Context: an optimization exercise on an open-source flow, tuned for small area and a short achievable clock period. The choices shown serve that exercise and are no tape-out recipe.
Only simulation tests tie the RTL to the original design; equivalence was not proved.
Power is estimated from default activity; no workload was simulated.

<file path="design/flow/config.mk">
export PLATFORM = sky130hd
export DESIGN_NAME = non_blocking_cache
export DESIGN_NICKNAME = non_blocking_cache
export VERILOG_FILES = /design/flow/design.v
export SDC_FILE = /design/flow/constraint.sdc
export NUM_CORES = 4
export LEC_CHECK = 0
export CAP_MARGIN = 20
export CORE_MARGIN = 2
export CORE_UTILIZATION = 40
export SETUP_SLACK_MARGIN = 5
export SLEW_MARGIN = 20
</file>
<file path="design/flow/constraint.sdc">
create_clock -name core_clock -period 10.0 [get_ports {clk}]
set_input_delay 2.0000 -clock core_clock [delete_from_list [all_inputs] [get_ports {clk}]]
set_output_delay 2.0000 -clock core_clock [all_outputs]
set_load 0.01 [all_outputs]
</file>
<file path="design/flow/design.v">
module cache #(
    parameter DATA_WIDTH  = 32,
    parameter ADDR_WIDTH  = 16,
    parameter NUM_BLOCKS  = 64,
    parameter NUM_OPS     = 32
) (
    input  logic clk,
    input  logic reset,
    input  logic read_enable,
    input  logic write_enable,       
    input  logic write_fresh,        
    input  logic received_request,
    input  logic [$clog2(NUM_OPS)-1:0] w_op,
    input  logic [$clog2(NUM_OPS)-1:0] r_op,
    input  logic [ADDR_WIDTH-1:0] w_address,
    input  logic [ADDR_WIDTH-1:0] r_address,
    input  logic [DATA_WIDTH-1:0] write_data,
    input  logic mshr_stall_next,    
    output logic [$clog2(NUM_OPS)-1:0]                    req_op,
    output logic [(ADDR_WIDTH - $clog2(NUM_BLOCKS))-1: 0] req_tag,
    output logic [$clog2(NUM_BLOCKS)-1: 0]                req_index,
    output logic                                          valid_request,
    output logic [DATA_WIDTH-1:0]      data_out,
    output logic [$clog2(NUM_OPS)-1:0] op_out,
    output logic                       stall,
    output logic                       hit,
    output logic                       miss
);
    localparam IB = $clog2(NUM_BLOCKS);
    localparam TB = ADDR_WIDTH - IB;
    localparam OB = $clog2(NUM_OPS);
    localparam LW = DATA_WIDTH + TB + OB;
    logic [IB-1:0] w_index, r_index;
    logic [TB-1:0] w_tag, r_tag;
    assign w_index = w_address[IB-1:0];
    assign w_tag   = w_address[ADDR_WIDTH-1:IB];
    assign r_index = r_address[IB-1:0];
    assign r_tag   = r_address[ADDR_WIDTH-1:IB];
    logic [NUM_BLOCKS-1:0][LW-1:0] line;
    logic [NUM_BLOCKS-1:0]         valid;
    logic [TB-1:0] tag_q;
    logic [IB-1:0] index_q;
    logic [OB-1:0] op_q;
    logic rrr, sent_request, read_stall, stall_on_write;
    assign req_op    = op_q;
    assign req_tag   = tag_q;
    assign req_index = index_q;
    logic [NUM_BLOCKS-1:0] rsel;
    always_comb
        for (int i = 0; i < NUM_BLOCKS; i++) rsel[i] = (r_index == i);
    logic [OB+DATA_WIDTH-1:0] rline;
    always_comb begin
        rline = '0;
        for (int i = 0; i < NUM_BLOCKS; i++)
            rline = rline | (line[i][OB+DATA_WIDTH-1:0] & {(OB+DATA_WIDTH){rsel[i]}});
    end
    logic [OB-1:0]         rd_op;
    logic [DATA_WIDTH-1:0] rd_data;
    assign {rd_op, rd_data} = rline;
    localparam NL = 8;
    localparam NG = NUM_BLOCKS / NL;
    localparam LB = $clog2(NL);
    logic [NL-1:0] lo_sel;
    logic [NG-1:0] hi_sel;
    always_comb begin
        for (int j = 0; j < NL; j++) lo_sel[j] = (r_index[LB-1:0] == j);
        for (int g = 0; g < NG; g++) hi_sel[g] = (r_index[IB-1:LB] == g);
    end
    logic [NG-1:0][TB-1:0] gtag;
    logic [NG-1:0]         gvalid, ghit;
    always_comb begin
        for (int g = 0; g < NG; g++) begin
            gtag[g]   = '0;
            gvalid[g] = 1'b0;
            for (int j = 0; j < NL; j++) begin
                gtag[g]   = gtag[g]   | (line[g*NL+j][LW-1:LW-TB] & {TB{lo_sel[j]}});
                gvalid[g] = gvalid[g] | (valid[g*NL+j] & lo_sel[j]);
            end
            ghit[g] = gvalid[g] && (gtag[g] == r_tag);
        end
    end
    wire is_hit  = |(ghit & hi_sel);
    wire rrr_upd = rrr || received_request;
    always_ff @(posedge clk) begin
        for (int i = 0; i < NUM_BLOCKS; i++)
            if (write_fresh && w_index == i)
                line[i] <= {w_tag, w_op, write_data};
    end
    logic hit_n, miss_n, vr_n, rs_n, sow_n;
    always_comb begin
        hit_n  = 1'b0;
        miss_n = 1'b0;
        vr_n   = 1'b0;
        rs_n   = read_stall;
        sow_n  = write_enable;
        if (!write_enable && (read_enable || read_stall)) begin
            if (read_stall) begin
                if (rrr_upd) begin
                    rs_n = 1'b0;
                    vr_n = 1'b1;
                end
            end else if (is_hit) begin
                hit_n = 1'b1;
            end else begin
                miss_n = 1'b1;
                if (!rrr_upd && sent_request) rs_n = 1'b1;
                else                          vr_n = 1'b1;
            end
        end
    end
    always_ff @(posedge clk) begin
        if (reset) begin
            valid          <= '0;
            hit            <= 1'b0;
            miss           <= 1'b0;
            data_out       <= '0;
            op_out         <= '0;
            read_stall     <= 1'b0;
            stall_on_write <= 1'b0;
            stall          <= 1'b0;
            rrr            <= 1'b0;
            sent_request   <= 1'b0;
            valid_request  <= 1'b0;
        end else begin
            hit            <= hit_n;
            miss           <= miss_n;
            valid_request  <= vr_n;
            read_stall     <= rs_n;
            stall_on_write <= sow_n;
            stall          <= rs_n || sow_n || (mshr_stall_next && vr_n);
            rrr            <= rrr_upd && !vr_n;
            if (vr_n)                  sent_request <= 1'b1;
            else if (received_request) sent_request <= 1'b0;
            if (write_fresh) begin
                valid[w_index] <= 1'b1;
                data_out       <= write_data;
                op_out         <= w_op;
            end else if (!write_enable && hit_n) begin
                data_out       <= rd_data;
                op_out         <= rd_op;
            end
        end
    end
    always_ff @(posedge clk)
        if (!write_enable && read_enable && !read_stall) begin
            tag_q   <= r_tag;
            index_q <= r_index;
            op_q    <= r_op;
        end
endmodule
module mshr #(parameter TAG_WIDTH = 10, INDEX_WIDTH = 6, DATA_WIDTH = 32,
              NUM_OPS = 32, NUM_MISSES = 32)
(
    input  logic                             clk, rst, valid_request,
    input  logic [TAG_WIDTH-1:0]             requested_tag,
    input  logic [INDEX_WIDTH-1:0]           requested_index,
    input  logic [$clog2(NUM_OPS)-1:0]       requested_operation,
    input  logic [DATA_WIDTH-1:0]            mm_ret_data,
    input  logic [$clog2(NUM_OPS)-1:0]       mm_ret_operation,
    input  logic                             mm_ret_valid,
    output logic                             received_request,
    output logic                             miss_returned,
    output logic                             miss_fresh,
    output logic                             stall_next,
    output logic [DATA_WIDTH-1:0]            miss_data,
    output logic [TAG_WIDTH-1:0]             miss_tag,
    output logic [INDEX_WIDTH-1:0]           miss_index,
    output logic [$clog2(NUM_OPS)-1:0]       miss_operation,
    output logic [TAG_WIDTH+INDEX_WIDTH-1:0] mm_req,
    output logic [$clog2(NUM_OPS)-1:0]       mm_req_operation,
    output logic                             mm_req_valid
);
    localparam OB = $clog2(NUM_OPS);
    localparam NB = $clog2(NUM_MISSES);
    localparam AW = TAG_WIDTH + INDEX_WIDTH;
    logic [NUM_MISSES-1:0]          valid_r;
    logic [NUM_MISSES-1:0][AW-1:0]  addr_r;    
    logic [NUM_MISSES-1:0][OB-1:0]  op_r;
    logic [NB-1:0] avail_index, ret_index;
    logic          stall_on_next, clear_row, update_index;
    logic [NUM_MISSES-1:0] match;
    always_comb
        for (int i = 0; i < NUM_MISSES; i++)
            match[i] = valid_r[i] ? (op_r[i] == mm_ret_operation) : (mm_ret_operation == '0);
    logic [NUM_MISSES:0]   above;    
    logic [NUM_MISSES-1:0] hi_sel;
    logic                  any_match;
    assign above[NUM_MISSES] = 1'b0;
    generate
        for (genvar i = 0; i < NUM_MISSES; i++) begin : g_hi
            assign above[i]  = above[i+1] | match[i];
            assign hi_sel[i] = match[i] & ~above[i+1];
        end
    endgenerate
    assign any_match = above[0];
    logic [NB-1:0] hi_index;
    always_comb begin
        hi_index = '0;
        for (int i = 0; i < NUM_MISSES; i++)
            hi_index = hi_index | (NB'(i) & {NB{hi_sel[i]}});
    end
    logic          ret_valid;
    wire           hi_valid = |(hi_sel & valid_r);
    logic [AW-1:0] ret_addr;
    always_comb begin
        ret_addr = '0;
        for (int i = 0; i < NUM_MISSES; i++)
            ret_addr = ret_addr | (addr_r[i] & {AW{ret_valid && ret_index == i}});
    end
    assign {miss_tag, miss_index} = ret_addr;
    logic [NUM_MISSES:0]   below_valid;
    logic [NUM_MISSES-1:0] free_sel;
    assign below_valid[0] = 1'b1;
    generate
        for (genvar i = 0; i < NUM_MISSES; i++) begin : g_free
            assign below_valid[i+1] = below_valid[i] & valid_r[i];
            assign free_sel[i]      = below_valid[i] & ~valid_r[i];
        end
    endgenerate
    wire full = below_valid[NUM_MISSES];
    logic [NB-1:0] low_free;
    always_comb begin
        low_free = '0;
        for (int i = 0; i < NUM_MISSES; i++)
            low_free = low_free | (NB'(i) & {NB{free_sel[i]}});
    end
    wire                   use_free = update_index && !full;
    logic [NUM_MISSES-1:0] wr_sel;
    always_comb
        for (int i = 0; i < NUM_MISSES; i++)
            wr_sel[i] = use_free ? free_sel[i] : (avail_index == i);
    wire           ret_hit  = mm_ret_valid && any_match;
    wire           stall_n  = (full && (update_index || !clear_row)) || (stall_on_next && !clear_row);
    wire           accept   = valid_request && !stall_n && !mm_ret_valid;
    assign stall_next = stall_n;
    assign miss_fresh = clear_row;
    always_ff @(posedge clk) begin
        if (rst) begin
            valid_r          <= '0;
            avail_index      <= '0;
            update_index     <= 1'b0;
            clear_row        <= 1'b0;
            stall_on_next    <= 1'b0;
            miss_returned    <= 1'b0;
            mm_req_valid     <= 1'b0;
            mm_req           <= '0;
            mm_req_operation <= '0;
            received_request <= 1'b0;
        end else begin
            for (int i = 0; i < NUM_MISSES; i++) begin
                if (clear_row && ret_index == i) valid_r[i] <= 1'b0;
                if (accept && wr_sel[i])         valid_r[i] <= 1'b1;    
            end
            clear_row     <= ret_hit;
            stall_on_next <= stall_n;
            if (!mm_ret_valid)  miss_returned <= 1'b0;
            else if (any_match) miss_returned <= 1'b1;
            if (use_free)              avail_index <= low_free;
            else if (ret_hit)          avail_index <= hi_index;
            update_index     <= accept;
            received_request <= accept;
            mm_req_valid     <= accept;
            if (accept) begin
                mm_req           <= {requested_tag, requested_index};
                mm_req_operation <= requested_operation;
            end
        end
    end
    always_ff @(posedge clk) begin
        if (ret_hit) begin
            ret_index <= hi_index;
            ret_valid <= hi_valid;
        end
        miss_data      <= mm_ret_data;
        miss_operation <= mm_ret_operation;
        for (int i = 0; i < NUM_MISSES; i++)
            if (accept && wr_sel[i]) begin
                addr_r[i] <= {requested_tag, requested_index};
                op_r[i]   <= requested_operation;
            end
    end
endmodule
module non_blocking_cache #(
    parameter DATA_WIDTH  = 32,
    parameter ADDR_WIDTH  = 16,
    parameter NUM_BLOCKS  = 64,
    parameter NUM_OPS     = 32,
    parameter NUM_MISSES  = 32,
    parameter BLOCK_DEPTH = 64   
) (
    input  logic clk,
    input  logic reset,
    input  logic read_enable,
    input  logic [ADDR_WIDTH-1:0] read_address,
    input  logic [$clog2(NUM_OPS)-1:0] read_op,
    output logic [DATA_WIDTH-1:0]      data_out,
    output logic [$clog2(NUM_OPS)-1:0] op_out,
    output logic                       stall,  
    output logic                       hit,
    output logic                       miss,
    input  logic [DATA_WIDTH-1:0]            mm_ret_data,
    input  logic [$clog2(NUM_OPS)-1:0]       mm_ret_op,
    input  logic                             mm_ret_valid,
    output logic [ADDR_WIDTH-1:0]            mm_req,
    output logic [$clog2(NUM_OPS)-1:0]       mm_req_op,
    output logic                             mm_req_valid
);
    localparam IB = $clog2(NUM_BLOCKS);
    localparam TB = ADDR_WIDTH - IB;
    localparam OB = $clog2(NUM_OPS);
    logic            write_enable, write_fresh, received_request, valid_request, stall_next;
    logic [OB-1:0]   write_op, req_op;
    logic [DATA_WIDTH-1:0] write_data;
    logic [TB-1:0]   req_tag, miss_tag;
    logic [IB-1:0]   req_index, miss_index;
    cache #(.DATA_WIDTH(DATA_WIDTH), .ADDR_WIDTH(ADDR_WIDTH),
            .NUM_BLOCKS(NUM_BLOCKS), .NUM_OPS(NUM_OPS))
    DM_CACHE (
        .clk             (clk),
        .reset           (reset),
        .read_enable     (read_enable),
        .write_enable    (write_enable),
        .write_fresh     (write_fresh),
        .received_request(received_request),
        .w_op            (write_op),
        .r_op            (read_op),
        .w_address       ({miss_tag, miss_index}),
        .r_address       (read_address),
        .write_data      (write_data),
        .mshr_stall_next (stall_next),
        .req_op          (req_op),
        .req_tag         (req_tag),
        .req_index       (req_index),
        .valid_request   (valid_request),
        .data_out        (data_out),
        .op_out          (op_out),
        .stall           (stall),
        .hit             (hit),
        .miss            (miss)
    );
    mshr #(.TAG_WIDTH(TB), .INDEX_WIDTH(IB), .DATA_WIDTH(DATA_WIDTH),
           .NUM_OPS(NUM_OPS), .NUM_MISSES(NUM_MISSES))
    MSHR (
        .clk                (clk),
        .rst                (reset),
        .valid_request      (valid_request),
        .requested_tag      (req_tag),
        .requested_index    (req_index),
        .requested_operation(req_op),
        .mm_ret_data        (mm_ret_data),
        .mm_ret_operation   (mm_ret_op),
        .mm_ret_valid       (mm_ret_valid),
        .received_request   (received_request),
        .miss_returned      (write_enable),
        .miss_fresh         (write_fresh),
        .stall_next         (stall_next),
        .miss_data          (write_data),
        .miss_tag           (miss_tag),
        .miss_index         (miss_index),
        .miss_operation     (write_op),
        .mm_req             (mm_req),
        .mm_req_operation   (mm_req_op),
        .mm_req_valid       (mm_req_valid)
    );
endmodule
</file>
<file path="design/flow/run.sh">
#!/bin/bash
# synth_recipe.tcl (not shown) runs the flow's synth.tcl, then flattens the netlist and writes it again
# the make line also repeats each setting of config.mk as NAME=value (left out here)
make -C /OpenROAD-flow-scripts/flow DESIGN_CONFIG=/design/flow/config.mk WORK_HOME=/design/flow/orfs CLKGATE_MAP_FILE= SYNTH_SCRIPT=/design/flow/synth_recipe.tcl finish
</file>
==> flow_summary.json, run 1 <==
{
  "status": "complete, no violations",
  "hp-start": "MSHR.mm_req[8]",
  "leakagePower_nw": 53.3,
  "endpoint_kind": "register",
  "synthCells": 8293,
  "route.detailed.vias_per_inst": 6.87,
  "grt_max_degree": 90,
  "power.ir.vdd_worst_v": 0.000165,
  "period_share_pct": 52.5,
  "required_ns": 10.86,
  "placed_cells_incl_taps": 13100,
  "drt_pass1_iterations": 7,
  "final_antenna_net_count": 0,
  "post_route_setup_tns_ns": 0,
  "grt_setup_unrepaired": "true",
  "initial_utilization_pct": 40.2,
  "filler_cell_count": 30100,
  "layout.cells.non_filler": 14000,
  "synth_async_sr_flop_share_pct": 0,
  "path_common_cell": "buf_4",
  "synth_flop_cell": "edfxtp_1",
  "die_h_um": 608,
  "worst-r2r-setup-slack_ns": 4.92,
  "fp.dieW_um": 608,
  "worst_setup_hold_path_clk_slew_ns": 0.06,
  "yosys_warnings": 2,
  "drt-wirelength-per-cell_um": 42.9,
  "start_kind": "primary input",
  "grt_antenna_before_repair": 36,
  "post_synth_num_cell_types": 84,
  "power.share.sequential_pct": 52.6,
  "final-max-slew-violation-count": 0,
  "synth_nets": 8359,
  "max_clock_freq_mhz": 191,
  "number_of_storage_elements_in_the_synthesis_netlist": 3914,
  "clock_path_buffers": 4,
  "ys_top_cells_by_area": "edfxtp_1 (76%), a22oi_1 (4.0%), dfxtp_1 (2.8%)",
  "routed_wl_mm": 601,
  "post-route-cell-area_um2": 170000,
  "global_route.overflow_total": 0,
  "synth_seq_area_share_pct": 79.2,
  "synthesis.area_per_instance_um2": 17.6,
  "detailroute.via_count": 96200,
  "worst_hold_path_type": "reg2reg",
  "ctsRootBufferMaster": "clkbuf_16",
  "drcViolationCount": 0,
  "r2r_start": "MSHR.ret_valid",
  "power_density_nw_per_um2": 204,
  "power_frac_comb_pct": 5.6,
  "max_cap_viol": 0,
  "netSwitchingPower_mw": 7.96,
  "groute.usage.overall_pct": 31.4,
  "fin_crit_ns": 5.25,
  "internal_power_mw": 26.9,
  "floorplan.core_area_um2": 363000,
  "post-layout-total-power_mw": 34.8,
  "drt_first_iter_violations": 18500,
  "cts_max_level": 5,
  "place_ws_ns": 2.67,
  "most-common-layout-cells": "edfxtp_1 (3707), a22oi_1 (786), clkbuf_16 (408)",
  "crit_path_start": "read_address[5]",
  "criticalPathCategory": "in2reg",
  "final_critical_path_setup_slack_ns": 4.75,
  "number_of_global_route_vias_before_repair": 89000,
  "leading_area_contributor_after_synthesis": "edfxtp_1",
  "design.final.nets": 8908,
  "timing.critical_path.fanout_max": 20,
  "cp_slowest_stage_delay_ns": 0.71,
  "port_buffers": 123,
  "placement_rows": 221,
  "edff_count_synth": 3707,
  "layout_commonest_cell": "edfxtp_1",
  "slew_headroom_pct": 20.5,
  "design.die.area_um2": 369000,
  "tritoncts_clock_tree": "done",
  "switching_share_pct": 22.8,
  "gp_congestion": 0.882,
  "clkSinkCount": 3914,
  "power_frac_clock_pct": 41.8,
  "post_dp_cell_area_um2": 156000,
  "global_route_wire_length_before_repair_mm": 791,
  "io_pins": 124,
  "post-synth-top-area-fraction_pct": 76.3,
  "worst-slew-pin-transition_ns": 1.19,
  "number_of_hold_buffers_added_after_cts": 0,
  "layout-area-overhead-vs-synth_pct": 16.9,
  "post_route_cells_drive_above_1_share_pct": 16.4,
  "data_arrival_time_at_the_worst_slack_endpoint_ns": 6.11,
  "crit_path_cell_trace": "dlygate4sd2_1, nor2_1, nand2_1, buf_4, nor2_4, buf_4, buf_4, a22oi_1, nand4_1, nor3_1, nand4_1, o32ai_1, o32ai_2",
  "setup_violations": 0,
  "crit_slowest_cell": "nor3_1",
  "tritoncts.num_buffers": 393,
  "post_synth_instance_area_um2": 146000,
  "clock_insertion_delay_worst_skew_ns": 1.02,
  "report.final.hold_viol_count": 0,
  "detailed_place_hpwl_mm": 320,
  "clock-skew-final_ns": 0.148
}
critical path, delay by kind of cell:
kind	cells	cell delay (ns)
buffers and inverters	4	1.70
AND/OR/NAND/NOR	6	1.46
AO/OA/AOI/OAI	3	0.88
worst paths after layout:
check	depth (start not counted)	to
worst max register to register	12	DM_CACHE.line[1422]
worst max-delay path	13	DM_CACHE.data_out[4]
worst min register to register	2	MSHR.mm_req[8]
worst min-delay path	2	MSHR.mm_req[8]
registers in the layout (all words and copies together), names as in the netlist, 5 cells and up:
name,count
MSHR.ret_index,5
DM_CACHE.data_out,32
DM_CACHE.line,3008
DM_CACHE.op_out,5
MSHR.op_r,160
MSHR.addr_r,512
MSHR.miss_data,32
DM_CACHE.op_q,5
MSHR.mm_req,16
MSHR.miss_operation,5
MSHR.avail_index,5
DM_CACHE.index_q,6
MSHR.valid_r,32
DM_CACHE.valid,64
DM_CACHE.tag_q,10
MSHR.mm_req_operation,5
synthesized netlist by cell type (18+ instances only):
cell and count:
nor4_1 52, o2bb2ai_1 55, mux2i_1 98, buf_1 39, nor2_1 318, xor2_1 134
edfxtp_1 3707, buf_2 68, nand2_1 179, nand2b_1 19, a31oi_1 20, nor3_1 80
a221oi_1 381, and3_1 34, mux2_2 49, o21ai_0 61, and2_1 24, xnor2_1 102
nand4_1 286, nor2b_1 26, a21oi_1 131, a221o_1 48, nand3_1 200, o21a_1 50
dfxtp_1 207, a22oi_1 786, or3_1 18, o22ai_1 26, clkbuf_1 343, inv_1 52
o32ai_2 20, a211oi_1 20, o32ai_1 22, mux4_2 44, a22o_1 368
timing repair:
action,4_1_cts,5_1_grt
cloned,5,10
setup endpoints to repair,3140,1067
resized for setup,197,69
setup buffers,72,12
pin swaps,47,9
metal layers:
layer	track usage [%]	up-vias	part of all wire, %
li1	-	35700	-
met1	39.4	49100	34
met2	47.5	8975	44
met3	9.49	2353	14
met4	19.9	20	8.2
met5	0	-	0.021
area by class of cell:
| cell class | instances | area (µm²) | area share, % |
|---|---|---|---|
| clock buffer | 521 | 10700 | 6.26 |
| timing repair buffer | 621 | 6310 | 3.70 |
| clock inverter | 213 | 1880 | 1.10 |
| multi-input combinational | 3858 | 29800 | 17.5 |
| tap | 4794 | 6000 | 3.52 |
| inverter | 54 | 215 | 0.126 |
| sequential | 3914 | 116000 | 67.8 |
| antenna | 26 | 65.1 | 0.0382 |
cell families (layout without fill, tap and decap cells):
kind of cell	count (synthesis)	in the layout	synth area share, %
AO/OA/AOI/OAI	2087	2087	11.4
adder cells (fa/ha/maj)	4	4	0.0343
flip-flops	3914	3914	79.2
buffers and inverters	521	1409	1.46
AND/OR/NAND/NOR	1339	1339	4.79
XOR/XNOR	236	236	1.42
other	0	26	0
multiplexers	192	192	1.74
power groups by stage:
| stage | clock network, mW | logic, mW | registers (mW) |
|---|---|---|---|
| after CTS | 14.6 | 1.83 | 18.3 |
| after global routing | 15.2 | 1.99 | 18.3 |
| after detailed placement | 0 | 1.77 | 18.7 |
| after floorplan | 0 | 0.842 | 18.7 |
| final | 14.6 | 1.95 | 18.3 |
| after global placement | 0 | 1.74 | 18.7 |
metrics by stage:
stage / utilization, % / hold WS [ns]
2_1_floorplan: - / 0.427
6_report: 47.0 / 0.461
3_3_place_gp: 43.0 / 0.441
4_1_cts: 46.8 / 0.465
3_5_place_dp: 43.0 / 0.447
5_1_grt: 47.0 / 0.479
==> run 2, diff against run 1 <==
==> design/flow/flow/run.sh (new file) <==
#!/bin/bash
set -euo pipefail
bash standard.sh SETUP_SLACK_MARGIN=5.7 finish > standard_flow.log 2>&1
==> design/flow/standard.sh (new file) <==
#!/bin/bash
# synth_recipe.tcl (not shown) runs the flow's synth.tcl, then flattens the netlist and writes it again
# the make line also repeats each setting of config.mk as NAME=value (left out here)
make -C /OpenROAD-flow-scripts/flow DESIGN_CONFIG=/design/flow/config.mk WORK_HOME=/design/flow/orfs CLKGATE_MAP_FILE= SYNTH_SCRIPT=/design/flow/synth_recipe.tcl "${@:-finish}"
--- a/design/flow/config.mk
+++ b/design/flow/config.mk
@@ -8,5 +8,4 @@
 export CAP_MARGIN = 20
 export CORE_MARGIN = 2
 export CORE_UTILIZATION = 40
-export SETUP_SLACK_MARGIN = 5
 export SLEW_MARGIN = 20
removed: design/flow/run.sh
==> flow_summary.json, run 2 <==
{
  "drcViolationCount": 0,
  "most-common-layout-cells": "edfxtp_1 (3707), a22oi_1 (785), buf_4 (459)",
  "data_arrival_time_at_the_worst_slack_endpoint_ns": 5.57,
  "leading_area_contributor_after_synthesis": "edfxtp_1",
  "max_cap_viol": 0,
  "worst_setup_hold_path_clk_slew_ns": 0.06,
  "design.final.nets": 9190,
  "setup_violations": 0,
  "route.detailed.vias_per_inst": 6.97,
  "post_route_cells_drive_above_1_share_pct": 20.9,
  "hold-path-cell-count": 2,
  "grt_max_degree": 91,
  "post_route_setup_tns_ns": 0,
  "period_share_pct": 47.9,
  "initial_utilization_pct": 40.2,
  "cts_max_level": 5,
  "ys_top_cells_by_area": "edfxtp_1 (76%), a22oi_1 (4.0%), dfxtp_1 (2.8%)",
  "status": "complete, no violations",
  "clock_insertion_delay_worst_skew_ns": 1.01,
  "leakagePower_nw": 56.1,
  "placement_rows": 221,
  "synth_commonest_cells": "edfxtp_1 (3707), a22oi_1 (786), a221oi_1 (381)",
  "drt_first_iter_violations": 19600,
  "synthesis.area_per_instance_um2": 17.6,
  "groute.usage.overall_pct": 32.9,
  "r2r_start": "MSHR.ret_index[2]",
  "tritoncts_clock_tree": "done",
  "final_antenna_net_count": 0,
  "edff_count_synth": 3707,
  "gp_congestion": 0.884,
  "drt_pass1_iterations": 7,
  "design.die.area_um2": 369000,
  "timing.critical_path.fanout_max": 24,
  "clock-skew-final_ns": 0.102,
  "power_density_nw_per_um2": 200,
  "post-layout-total-power_mw": 35.5,
  "max_flop_register": "DM_CACHE.line",
  "io_pins": 124,
  "worst_path_dominant_cell_family": "simple AND/OR/NAND/NOR gates",
  "detailroute.via_count": 99500,
  "reg_top3": "DM_CACHE.line: 3008 flops, MSHR.addr_r: 512 flops, MSHR.op_r: 160 flops",
  "fp.dieW_um": 608,
  "synth_flop_cell": "edfxtp_1",
  "max_clock_freq_mhz": 209,
  "cp_slowest_stage_delay_ns": 0.49,
  "ctsRootBufferMaster": "clkbuf_16",
  "die_h_um": 608,
  "reg2regPathDepth": 15,
  "floorplan.core_area_um2": 363000,
  "hp-start": "MSHR.mm_req[7]",
  "crit_slowest_cell": "nor4_1",
  "tritoncts.num_buffers": 392,
  "synth_async_sr_flop_share_pct": 0,
  "synth_seq_area_share_pct": 79.2,
  "synthCells": 8293,
  "crit_path_cell_trace": "buf_16, buf_12, buf_16, inv_2, nand2_4, nor2_4, buf_4, buf_12, a22o_1, a221oi_1, nand4_1, nor4_1, nand4_1, o21ai_0, o32ai_4",
  "port_buffers": 123,
  "drt-wirelength-per-cell_um": 44.2,
  "post_synth_instance_area_um2": 146000,
  "worst-r2r-setup-slack_ns": 5.63,
  "yosys_warnings": 2,
  "detailed_place_hpwl_mm": 319,
  "report.final.hold_viol_count": 0,
  "layout-area-overhead-vs-synth_pct": 21.3,
  "endpoint_kind": "register",
  "worst_hold_path_type": "reg2reg",
  "start_kind": "primary input",
  "global_route.overflow_total": 0,
  "final-max-slew-violation-count": 0,
  "largest_reg_flops": 3008,
  "clock_path_buffers": 4,
  "criticalPathCategory": "in2reg",
  "min_delay_worst_endpoint": "MSHR.mm_req[7]",
  "number_of_global_route_vias_before_repair": 90800,
  "grt_setup_unrepaired": "true",
  "worst-slew-pin-transition_ns": 1.23,
  "synth_nets": 8359,
  "post_synth_num_cell_types": 84,
  "grt_antenna_before_repair": 31,
  "number_of_storage_elements_in_the_synthesis_netlist": 3914,
  "global_route_wire_length_before_repair_mm": 824,
  "power.ir.vdd_worst_v": 0.000143,
  "post-synth-top-area-fraction_pct": 76.3,
  "fin_crit_ns": 4.79,
  "r2r-end": "DM_CACHE.line[1281]",
  "synth_most_common_cell": "edfxtp_1",
  "filler_cell_count": 29500,
  "slew_headroom_pct": 18.3,
  "clkSinkCount": 3914,
  "routed_wl_mm": 631,
  "critical_path_buf_inv_count": 6,
  "layout_commonest_cell": "edfxtp_1",
  "required_ns": 10.78
}
==> run 2: cell counts after synthesis <==
No cell type changed its count.
==> run 2: metal layers <==
layer	part of all wire, %	global-route usage [%]	vias up
li1	-	-	36300
met1	33	41.4	50300
met2	43	49.0	10200
met3	16	10.6	2665
met4	8.5	21.1	14
met5	0.016	0.142	-
==> run 2: worst max-delay path by stage <==
stage,from,endpoint,slack (ns),cells after the start
3_5_place_dp,read_address[2],DM_CACHE.data_out[22],2.63,13
3_3_place_gp,read_address[2],DM_CACHE.op_out[4],2.51,12
5_1_grt,read_address[2],DM_CACHE.op_out[3],5.26,14
6_report,read_address[2],DM_CACHE.op_out[3],5.21,15
2_1_floorplan,read_address[2],DM_CACHE.data_out[12],4.86,17
4_1_cts,read_address[2],DM_CACHE.op_out[3],5.37,14
==> run 2: layout make-up <==
type / instances / area, µm² / area share, %
diodes: 27 / 67.6 / 0.0382
clock buffers: 520 / 10800 / 6.13
clock inverters: 210 / 2000 / 1.13
inverters: 54 / 223 / 0.126
multi-input cells: 3859 / 30900 / 17.5
flip-flops and latches: 3914 / 116000 / 65.3
well taps: 4794 / 6000 / 3.39
repair buffers: 903 / 11200 / 6.34
==> run 2: where the power goes <==
group,switching [mW],total [mW],internal (mW)
Clock,6.45,14.9,8.42
Sequential,0.0895,18.3,18.2
Combinational,1.61,2.25,0.642
==> run 2: logic make-up after synthesis <==
family / Yosys count / share of synthesized area (%)
flops: 3914 / 79.2
xor+xnor: 236 / 1.42
compound gates: 2087 / 11.4
buf+inv: 521 / 1.46
simple gates: 1339 / 4.79
fa+ha+maj: 4 / 0.0343
mux: 192 / 1.74
==> run 2: worst reg2reg max path, cell delays in order, from the launching register on <==
cell and delay, ns:
edfxtp_1 0.39, buf_4 0.16, buf_12 0.14, nor4bb_2 0.27, buf_4 0.31, and2_1 0.22, buf_4 0.30, a22oi_1 0.15
nand4_1 0.13, or4_4 0.25, buf_4 0.18, nor2b_2 0.24, nand2_1 0.30, nor2_4 0.22, buf_12 0.31, buf_8 0.43
==> run 2: metrics by stage <==
step	instances	instance area (µm²)	setup WS [ns]	util, %	hold WS, ns
2_1_floorplan	8293	146000	4.86	-	0.427
3_3_place_gp	13100	156000	2.51	43.1	0.440
3_5_place_dp	13100	156000	2.63	43.1	0.444
4_1_cts	14200	175000	5.37	48.2	0.455
5_1_grt	14300	177000	5.26	48.8	0.471
6_report	14300	177000	5.21	48.8	0.457
==> run 2: timing repair <==
item | in CTS | in global routing
pin swaps | 104 | 67
gates cloned | 47 | 10
hold buffers | 0 | 0
gates resized for setup | 497 | 183
buffers inserted | 253 | 79
endpoints found under the setup margin | 3675 | 2292

[static timing again, ports no longer ideal]
The flow's constraints put no driver on any port. The routed layouts listed below were extracted and timed again, unchanged, in two steps. Step 1: set_driving_cell puts a clkbuf_16 on clk and a buf_2 on each other input, an assumption about the parent block. Step 2, shift: input delay + t, output delay - t, t = (earliest + latest rising clock arrival at the registers) / 2. This alone moves slack from input paths to output paths. Three values: ideal ports, drivers, drivers and shift; two values: the first two.
| run | shift t [ns] | slack for setup (ns) | worst hold slack (ns) | worst register clock-pin slew, ns | worst slew at a driven data input, ns |
|---|---|---|---|---|---|
| run 1 | 1.059 | 4.751 / 4.770 / 3.711 | 0.461 / 0.461 / 0.461 | 0.07 / 0.07 | 0.40 |
| run 2 | 1.080 | 5.215 / 4.984 / 3.904 | 0.457 / 0.457 / 0.457 | 0.07 / 0.07 | 0.39 |
After both steps every run listed still meets setup and hold. The setup slack of run 2, which loses most, moves by -0.231 ns with the drivers and by -1.311 ns with both steps.
